Source: an optimization exercise on an open RTL-to-GDS flow (aim: small area and few clock cycles). Production flows keep margins and buffers that such runs may drop.
The RTL was checked by simulation tests, not by an equivalence proof against the original design.
Power figures rest on the tool's default switching activity, not on a simulated workload.

## Apply
module Apply (
		input wire [29:0] f,
		input wire [29:0] g,
		input wire [1:0]  typeIn,
		input wire valid,
		output wire simpleCaseHit,
		output wire [29:0] simpleCaseResult,
		output wire validOut,
		output wire [29:0] fn,
		output wire [29:0] fnv,
		output wire [29:0] gn,
		output wire [29:0] gnv,
		output wire quantifyOut,
		output wire [29:0] outF,
		output wire [29:0] outG,
		output wire [1:0] outType,
		output wire [9:0] topOut,
		input wire insertValueIntoSimpleCache,
		input wire [17:0] simpleCacheIndex,
		input wire [1:0] simpleCacheValue,
		input wire [15:0] avs_config_address,
		input wire avs_config_write,
		input wire [31:0] avs_config_writedata,
		input wire avs_config_read,
		output wire [31:0] avs_config_readdata,
		output wire avs_config_readdatavalid,
		output wire avs_config_waitrequest,
		output reg [127:0] aso_var_request_data,
		input wire aso_var_request_ready,
		output reg aso_var_request_valid,
		output reg [127:0] aso_node_request_data,
		input wire aso_node_request_ready,
		output reg aso_node_request_valid,
		output reg [127:0] aso_cache_request_data,
		input wire aso_cache_request_ready,
		output reg aso_cache_request_valid,
		input wire [95:0] asi_result_data,
		input wire [1:0] asi_result_channel,
		input wire asi_result_valid,
		input wire [15:0] asi_var_data,
		input wire asi_var_valid,
		input wire clk,
		input wire reset
	);
Size in the first run: ~1000 flip-flops, roughly 900 I/O pins, about 48000 um^2 of cells after synthesis.
Settings: LEC_CHECK=0, CAP_MARGIN=20, CORE_MARGIN=2, CORE_UTILIZATION=40, CTS_CLUSTER_DIAMETER=100, CTS_CLUSTER_SIZE=24, PLACE_DENSITY=0.6, SLEW_MARGIN=20; clock period 10.0 ns.
standard.sh (not shown) runs the stock make flow with config.mk's settings and CLKGATE_MAP_FILE= SYNTH_SCRIPT=/design/flow/synth_recipe.tcl, a recipe that flattens the netlist after the stock synthesis.
==> flow/flow/run.sh <==
#!/bin/bash
# Standard layout (the standard.sh) with three changes:
#  - synthesis maps the logic with an area-oriented ABC script; the registers
#    are mapped by the standard synthesis before ABC runs, so they are the same;
#  - the ports get the smallest buffer (buf_1) instead of the default delay buffer;
#  - constant outputs share one tie cell per value instead of one tie cell each.
# Each step's full output goes to its own log file in this folder.
set -euo pipefail
cp -r "$FLOW_HOME/scripts" ./scripts_area
cat > ./scripts_area/abc_area.script <<'ABC'
strash
ifraig
dc2
strash
&get -n
&dch -f
&nf
&put
ABC
bash standard.sh "SCRIPTS_DIR=$PWD/scripts_area" ABC_AREA=1 synth > synth_flow.log 2>&1
bash standard.sh 'BUFFER_PORTS_ARGS=-buffer_cell sky130_fd_sc_hd__buf_1' SKIP_REPAIR_TIE_FANOUT=1 finish > standard_flow.log 2>&1
Testbench counts at the start, summed over its fixed seeds: cycles 30,243.
Edit:
--- a/flow/design.v
+++ b/flow/design.v
@@ -98,13 +98,26 @@
 wire fOne  = fConst & ~f[0];
 wire gZero = gConst & g[0];
 wire gOne  = gConst & ~g[0];
 wire sameNode = (f[29:1] == g[29:1]);
 wire fEqG = sameNode & (f[0] == g[0]);
 wire fNegG = sameNode & (f[0] != g[0]);
-wire fBigger = (f > g);
+reg [31:0] cmpGt, cmpEq;
+integer cl, ci;
+always @*
+begin
+	cmpGt = {2'b0, f & ~g};
+	cmpEq = {2'b11, ~(f ^ g)};
+	for(cl = 1; cl < 32; cl = cl * 2)
+		for(ci = 0; ci < 32; ci = ci + 2 * cl)
+		begin
+			cmpGt[ci] = cmpGt[ci + cl] | (cmpEq[ci + cl] & cmpGt[ci]);
+			cmpEq[ci] = cmpEq[ci + cl] & cmpEq[ci];
+		end
+end
+wire fBigger = cmpGt[0];
 wire fParity = ^f;
 wire gParity = ^g;
 reg inHit;
 reg [29:0] inResult;
 reg [29:0] inF, inG;
 reg [1:0] inT;
@@ -178,21 +191,13 @@
 wire [9:0] newGVar = needG ? asi_var_data[9:0] : 10'h3ff;
 wire newFetchF = (newFVar <= newGVar);
 wire newFetchG = (newGVar <= newFVar);
 wire [9:0] newTop = newFetchF ? newFVar : newGVar;
 wire newTopBigger = (newTop > cubeLastVar);
 wire [1:0] newT = (T == 2'd2 & newTopBigger) ? 2'd0 : T;
-reg newQuantBit;
-integer qi;  
-always @*
-begin
-	newQuantBit = 1'b0;
-	for(qi = 0; qi < 64; qi = qi + 1)
-		newQuantBit = newQuantBit | (quantBits[qi] & (newTop[5:0] == qi[5:0]));
-end
-wire newQ = (newT[0] ^ newT[1]) & newQuantBit;
+wire newQ = (newT[0] ^ newT[1]) & quantBits[newTop[5:0]];
 wire andVarsNow = varGNow & (T == 2'd0);
 wire varsDoneCur = varsDone | andVarsNow;
 wire fetchFCur = andVarsNow ? newFetchF : fetchF;
 wire fetchGCur = andVarsNow ? newFetchG : fetchG;
 wire [9:0] topCur = andVarsNow ? newTop : top;
 wire [31:0] quantWord = top[0] ? quantBits[63:32] : quantBits[31:0];
Design area rises slightly; non-clock buffer count rises by 5; die area rises slightly; sequential power hardly moves; worst setup slack loses 320 ps; cell count rises by a few percent; power stays flat; register-to-register slack loses 440 ps; core utilization hardly moves; wire length falls slightly; global-route usage falls by 0.84 points.
Testbench counts after the change, summed over its fixed seeds: cycles 30,243.

## re-timing with driven ports
In the flow no input, the clock included, has a driving cell. The finished layouts below were timed again as built, in two steps.
Step 1 assumes that a clkbuf_16 drives the clock port and a buf_2 every other input.
Step 2 moves the port delays by t, midway between the first and last clock arrival at a register: inputs arrive t later, outputs are due t later. That takes back most of the time a late clock gives input paths.
a / b / c = ideal ports / drivers / drivers and shift; a / b = the first two.
| run | shift t [ns] | setup slack, ns | hold WS [ns] | worst register clock-pin slew, ns | pins driven straight from the clock port |
|---|---|---|---|---|---|
| the first run | 0.728 | 1.034 / 0.975 / 0.975 | 0.473 / 0.473 / 0.473 | 0.11 / 0.11 | 1 |
| the second run | 0.748 | 0.712 / 0.688 / 0.688 | 0.497 / 0.497 / 0.497 | 0.11 / 0.11 | 1 |
After both steps every run listed still meets setup and hold. The setup slack of the first run, which loses most, moves by -0.059 ns with the drivers and by -0.059 ns with both steps.
